Background: an optimization exercise with open tools, aiming at small area and a short achievable clock period. Do not read the settings as production practice. In this exercise RTL edits were held to simulation tests only and were not proved equivalent to the original. Power and IR drop assume default switching activity.

Setup of exp/amber:
==> flow/design.v <==
`timescale 1ns/10ps
module IOTDF( clk, rst, in_en, iot_in, fn_sel, busy, valid, iot_out);
input          clk;
input          rst;
input          in_en;
input  [7:0]   iot_in;
input  [2:0]   fn_sel;
output         busy;
output         valid;
output [127:0] iot_out;
reg  [135:0] ring;
reg  [7:0]   ib;        
reg          g;         
reg          nadd;      
reg  [2:0]   fs;        
reg  [4:0]   c;         
reg  [2:0]   p;         
reg          busy_r, valid_r;
reg          win, lose;  
reg          exc;       
reg          first;     
reg          kz;        
assign busy    = busy_r;
assign valid   = valid_r;
assign iot_out = ring[127:0];
wire proc  = (c != 5'd0) & (c != 5'd17);
wire gap   = (c == 5'd16);
wire lane0 = (c == 5'd1);
wire last  = (p == 3'd7);
wire m_max  = (fs == 3'd1) | (fs == 3'd6);
wire m_rnd  = (fs == 3'd1) | (fs == 3'd2);
wire m_peak = (fs == 3'd6) | (fs == 3'd7);
wire m_mm   = m_rnd | m_peak;
wire m_avg  = (fs == 3'd3);
wire m_flt  = (fs == 3'd4) | (fs == 3'd5);
wire better    = m_max ? gt : lt;
wire worse     = m_max ? lt : gt;
wire eq_st     = ~win & ~lose;
wire load      = m_flt | ((m_rnd | (m_peak & first)) & (p == 3'd0));
wire dwr       = proc & (load | (m_mm & (win | (eq_st & ~worse))));
wire beat      = proc & eq_st & better & ~load;
wire       fresh  = m_avg & (p == 3'd0);
wire       addon  = m_avg & proc;
wire [7:0] wold   = fresh ? 8'd0 : ring[132:125];
wire [7:0] asum   = addon ? ib : wold;
wire [7:0] nwold  = nadd ? ring[124:117] : 8'd0;
wire [7:0] ag = iot_in & nwold;
wire [7:0] ap = iot_in | nwold;
wire [8:0] ac;
assign ac[0] = 1'b0;
genvar j, k;
generate
  for (j = 1; j < 9; j = j + 1) begin : cla
    wire [j-1:0] terms;
    for (k = 0; k < j; k = k + 1) begin : tm
      if (k == j - 1) begin : last
        assign terms[k] = ag[k];
      end else begin : mid
        assign terms[k] = ag[k] & (&ap[j-1:k+1]);
      end
    end
    assign ac[j] = |terms;
  end
endgenerate
wire [8:0] nsum = {ac[8], iot_in ^ nwold ^ ac[7:0]};
wire [7:0] rb = ring[135:128];
wire [7:0] cg = ib & ~rb;      
wire [7:0] cl = ~ib & rb;
wire [7:0] ce = ~(cg | cl);
wire [7:0] gtt, ltt;
generate
  for (j = 0; j < 8; j = j + 1) begin : cmp
    if (j == 7) begin : msb
      assign gtt[j] = cg[j];
      assign ltt[j] = cl[j];
    end else begin : oth
      assign gtt[j] = cg[j] & (&ce[7:j+1]);
      assign ltt[j] = cl[j] & (&ce[7:j+1]);
    end
  end
endgenerate
wire gt = |gtt;
wire lt = |ltt;
wire [122:0] cv = {ring[119:0], ring[135:133]};
wire [122:0] cn;
wire [30:0]  pg;
wire [30:0]  q;
genvar i;
generate
  for (i = 0; i < 31; i = i + 1) begin : grp
    if (i < 30) begin : full
      assign pg[i] = &cv[4*i+3:4*i];
      assign cn[4*i+3:4*i] = cv[4*i+3:4*i] + {3'd0, g & q[i]};
    end else begin : top
      assign pg[i] = 1'b0;
      assign cn[122:120] = cv[122:120] + {2'd0, g & q[i]};
    end
    if (i == 0) begin : q0
      assign q[i] = 1'b1;
    end else begin : qi
      assign q[i] = &pg[i-1:0];
    end
  end
endgenerate
wire top_in  = fs[0] ? ((ib >= 8'hC0) | ((ib < 8'h7F) & (ib != 8'h00)))
                     : ((ib >= 8'h70) & (ib < 8'hAF));
wire top_pnd = fs[0] ? ((ib == 8'h7F) | (ib == 8'h00)) : (ib == 8'hAF);
wire nek     = kz ? (|ib) : ~(&ib);
wire v_next = m_flt ? (win | (lose & nek))
                    : (last & (m_avg | m_rnd | (m_peak & (first | exc | beat))));
always @(posedge clk) begin
    ib <= nsum[7:0];
    g  <= nsum[8];
    nadd <= ~rst & m_avg & (c != 5'd15) & ~(gap ? last : (p == 3'd0));
    fs <= fn_sel;
    ring[4:0]     <= dwr ? ib[4:0] : asum[7:3];
    ring[7:5]     <= dwr ? ib[7:5] : cn[2:0];
    ring[127:8]   <= cn[122:3];
    ring[132:128] <= ring[124:120];
    ring[135:133] <= asum[2:0];
    if (~proc) begin
        win  <= 1'b0;
        lose <= 1'b0;
    end else if (m_flt) begin
        if (lane0) begin
            win  <= top_in;
            lose <= top_pnd;
            kz   <= ~(|ib);
        end else if (lose & nek) begin
            win  <= 1'b1;
            lose <= 1'b0;
        end
    end else if (eq_st) begin
        win  <= better;
        lose <= worse;
    end
    if (rst) begin
        c       <= 5'd17;
        p       <= 3'd0;
        busy_r  <= 1'b0;
        valid_r <= 1'b0;
        first   <= 1'b1;
    end else begin
        c       <= c[4] ? 5'd0 : c + 5'd1;
        busy_r  <= (c == 5'd14);
        valid_r <= gap & v_next;
        if (gap) begin
            p <= p + 3'd1;
            if (last) first <= 1'b0;
        end
    end
    if (gap & last)
        exc <= 1'b0;
    else if (beat)
        exc <= 1'b1;
end
endmodule
==> flow/config.mk <==
export PLATFORM = sky130hd
export DESIGN_NAME = IOTDF
export DESIGN_NICKNAME = IOTDF
export VERILOG_FILES = /design/flow/design.v
export SDC_FILE = /design/flow/constraint.sdc
export NUM_CORES = 4
export LEC_CHECK = 0
export CAP_MARGIN = 20
export CORE_MARGIN = 2
export CORE_UTILIZATION = 40
export PLACE_DENSITY = 0.6
export SLEW_MARGIN = 20
==> flow/constraint.sdc <==
create_clock -name core_clock -period 8.0 [get_ports {clk}]
set_input_delay 1.6000 -clock core_clock [delete_from_list [all_inputs] [get_ports {clk}]]
set_output_delay 1.6000 -clock core_clock [all_outputs]
set_load 0.01 [all_outputs]
standard.sh (not shown) runs the stock make flow with config.mk's settings and CLKGATE_MAP_FILE= SYNTH_SCRIPT=/design/flow/synth_recipe.tcl, a recipe that flattens the netlist after the stock synthesis.
==> flow/flow/run.sh <==
#!/bin/bash
# Standard ORFS layout, with plain buffers (not delay cells) on the ports and
# a tighter setup target for the repair steps. Synthesis is the standard one.
set -euo pipefail
bash standard.sh synth > synth.log 2>&1
export BUFFER_PORTS_ARGS="-buffer_cell sky130_fd_sc_hd__buf_1"
export SETUP_SLACK_MARGIN=${MARGIN:-5}
export DONT_USE_CELLS="sky130_fd_sc_hd__clkdlybuf4s15_1 sky130_fd_sc_hd__clkdlybuf4s15_2 sky130_fd_sc_hd__clkdlybuf4s18_1 sky130_fd_sc_hd__clkdlybuf4s18_2 sky130_fd_sc_hd__clkdlybuf4s25_1 sky130_fd_sc_hd__clkdlybuf4s25_2 sky130_fd_sc_hd__clkdlybuf4s50_1 sky130_fd_sc_hd__clkdlybuf4s50_2 sky130_fd_sc_hd__dlygate4sd1_1 sky130_fd_sc_hd__dlygate4sd2_1 sky130_fd_sc_hd__dlygate4sd3_1 sky130_fd_sc_hd__dlymetal6s2s_1 sky130_fd_sc_hd__dlymetal6s4s_1 sky130_fd_sc_hd__dlymetal6s6s_1"
bash standard.sh > layout.log 2>&1
Inputs modified between exp/amber and exp/tundra:
- CORE_UTILIZATION changed from 40 to 65
- PLACE_DENSITY changed from 0.6 to 0.75
diff --git a/flow/flow/run.sh b/flow/flow/run.sh
--- a/flow/flow/run.sh
+++ b/flow/flow/run.sh
@@ -6,4 +6,5 @@
 export BUFFER_PORTS_ARGS="-buffer_cell sky130_fd_sc_hd__buf_1"
-export SETUP_SLACK_MARGIN=${MARGIN:-5}
+export SETUP_SLACK_MARGIN=${MARGIN:-5.35}
 export DONT_USE_CELLS="sky130_fd_sc_hd__clkdlybuf4s15_1 sky130_fd_sc_hd__clkdlybuf4s15_2 sky130_fd_sc_hd__clkdlybuf4s18_1 sky130_fd_sc_hd__clkdlybuf4s18_2 sky130_fd_sc_hd__clkdlybuf4s25_1 sky130_fd_sc_hd__clkdlybuf4s25_2 sky130_fd_sc_hd__clkdlybuf4s50_1 sky130_fd_sc_hd__clkdlybuf4s50_2 sky130_fd_sc_hd__dlygate4sd1_1 sky130_fd_sc_hd__dlygate4sd2_1 sky130_fd_sc_hd__dlygate4sd3_1 sky130_fd_sc_hd__dlymetal6s2s_1 sky130_fd_sc_hd__dlymetal6s4s_1 sky130_fd_sc_hd__dlymetal6s6s_1"
+export CTS_ARGS="-sink_clustering_enable -repair_clock_nets -dont_use_dummy_load -buf_list sky130_fd_sc_hd__clkbuf_8 -sink_clustering_size 30 -sink_clustering_max_diameter 80"
 bash standard.sh > layout.log 2>&1
### Flow results
From exp/amber to exp/tundra the numbers moved as follows: sequential share of layout area went up, internal power contribution went down, total wire length did not really move, die extent in x went down.
NOTE: worst IR drop on VDD in exp/tundra exceeds that of exp/amber
Looking only at count of clock-net buffers in the final layout, and setting everything else aside, the lower value of exp/amber and exp/tundra goes to exp/tundra.
Going from exp/amber to exp/tundra, die area shrank by more than a quarter.
Going from exp/amber to exp/tundra, detail-routed via count per cell picked up an extra about 20%; depth of the worst register-to-register path lost 1.
The inputs of exp/fjord differ from those of exp/tundra as listed below.
- PLACE_DENSITY: 0.75 -> 0.6
- CORE_UTILIZATION: 65 -> 40
diff --git a/flow/flow/run.sh b/flow/flow/run.sh
--- a/flow/flow/run.sh
+++ b/flow/flow/run.sh
@@ -8,3 +8,3 @@
 export DONT_USE_CELLS="sky130_fd_sc_hd__clkdlybuf4s15_1 sky130_fd_sc_hd__clkdlybuf4s15_2 sky130_fd_sc_hd__clkdlybuf4s18_1 sky130_fd_sc_hd__clkdlybuf4s18_2 sky130_fd_sc_hd__clkdlybuf4s25_1 sky130_fd_sc_hd__clkdlybuf4s25_2 sky130_fd_sc_hd__clkdlybuf4s50_1 sky130_fd_sc_hd__clkdlybuf4s50_2 sky130_fd_sc_hd__dlygate4sd1_1 sky130_fd_sc_hd__dlygate4sd2_1 sky130_fd_sc_hd__dlygate4sd3_1 sky130_fd_sc_hd__dlymetal6s2s_1 sky130_fd_sc_hd__dlymetal6s4s_1 sky130_fd_sc_hd__dlymetal6s6s_1"
-export CTS_ARGS="-sink_clustering_enable -repair_clock_nets -dont_use_dummy_load -buf_list sky130_fd_sc_hd__clkbuf_8 -sink_clustering_size 30 -sink_clustering_max_diameter 80"
+export CTS_ARGS="-sink_clustering_enable -repair_clock_nets -dont_use_dummy_load -buf_list sky130_fd_sc_hd__clkbuf_8 -sink_clustering_size 24"
 bash standard.sh > layout.log 2>&1
Notes after the runs:
Summary — via count, exp/fjord relative to exp/tundra: lower, by 259. exp/tundra → exp/fjord: data arrival time of the critical path comparable, share of power burned in combinational logic comparable, die outline area now larger. In the reports for exp/tundra and exp/fjord, the larger utilization belongs to exp/tundra. Clock power: exp/fjord vs exp/tundra, no meaningful difference. After detailed routing, exp/tundra needs more wire than exp/fjord. Fraction of the cycle the final worst path needs delta (exp/fjord -> exp/tundra): insignificant.
Input changes introduced in exp/maple (baseline for comparison: exp/fjord):
- PLACE_DENSITY changed from 0.6 to 0.75
- CORE_UTILIZATION changed from 40 to 65
diff --git a/flow/flow/run.sh b/flow/flow/run.sh
--- a/flow/flow/run.sh
+++ b/flow/flow/run.sh
@@ -8,3 +8,3 @@
 export DONT_USE_CELLS="sky130_fd_sc_hd__clkdlybuf4s15_1 sky130_fd_sc_hd__clkdlybuf4s15_2 sky130_fd_sc_hd__clkdlybuf4s18_1 sky130_fd_sc_hd__clkdlybuf4s18_2 sky130_fd_sc_hd__clkdlybuf4s25_1 sky130_fd_sc_hd__clkdlybuf4s25_2 sky130_fd_sc_hd__clkdlybuf4s50_1 sky130_fd_sc_hd__clkdlybuf4s50_2 sky130_fd_sc_hd__dlygate4sd1_1 sky130_fd_sc_hd__dlygate4sd2_1 sky130_fd_sc_hd__dlygate4sd3_1 sky130_fd_sc_hd__dlymetal6s2s_1 sky130_fd_sc_hd__dlymetal6s4s_1 sky130_fd_sc_hd__dlymetal6s6s_1"
-export CTS_ARGS="-sink_clustering_enable -repair_clock_nets -dont_use_dummy_load -buf_list sky130_fd_sc_hd__clkbuf_8 -sink_clustering_size 24"
+export CTS_ARGS="-sink_clustering_enable -repair_clock_nets -dont_use_dummy_load"
 bash standard.sh > layout.log 2>&1
Results
exp/maple vs exp/fjord — filler-free cell count of the finished design dropped by more than 10%
Comparing exp/maple with exp/fjord, the ratio of final minimum period to clock period came out essentially unchanged.
exp/maple vs exp/fjord, die area went down by 7700 µm².
On multi-input logic portion of the cell area, exp/fjord and exp/maple are basically level.
For exp/fjord, the commonest non-fill, non-tap cell in the layout was sky130_fd_sc_hd__ha_1, unlike exp/maple, where it was sky130_fd_sc_hd__dfxtp_1.

## static timing again, ports no longer ideal
No port has a modelled driver above. Below, the same layouts with a new extraction and two added sets of constraints. Step 1 (the two cells are an assumption about what drives the block):
set clk [get_ports {clk}]
set_driving_cell -lib_cell sky130_fd_sc_hd__clkbuf_16 $clk
set_driving_cell -lib_cell sky130_fd_sc_hd__buf_2 [delete_from_list [all_inputs] $clk]
Step 2 moves the port delays by t, midway between the first and last clock arrival at a register: inputs arrive t later, outputs are due t later. That takes back most of the time a late clock gives input paths. Three values: ideal, step 1, step 2; two values: the first two.
| run | t (ns) | setup slack, ns | clock arrival spread, ns |
|---|---|---|---|
| exp/amber | 0.459 | 5.201 / 5.201 / 4.755 | 0.014 / 0.014 |
| exp/tundra | 0.465 | 5.381 / 5.347 / 4.919 | 0.032 / 0.032 |
| exp/fjord | 0.469 | 5.391 / 5.352 / 4.990 | 0.040 / 0.040 |
| exp/maple | 0.446 | 5.392 / 5.352 / 4.942 | 0.021 / 0.022 |
After both steps every run listed still meets setup and hold. For exp/tundra, which loses most, drivers alone change the setup slack by -0.034 ns; drivers and shift together by -0.462 ns.
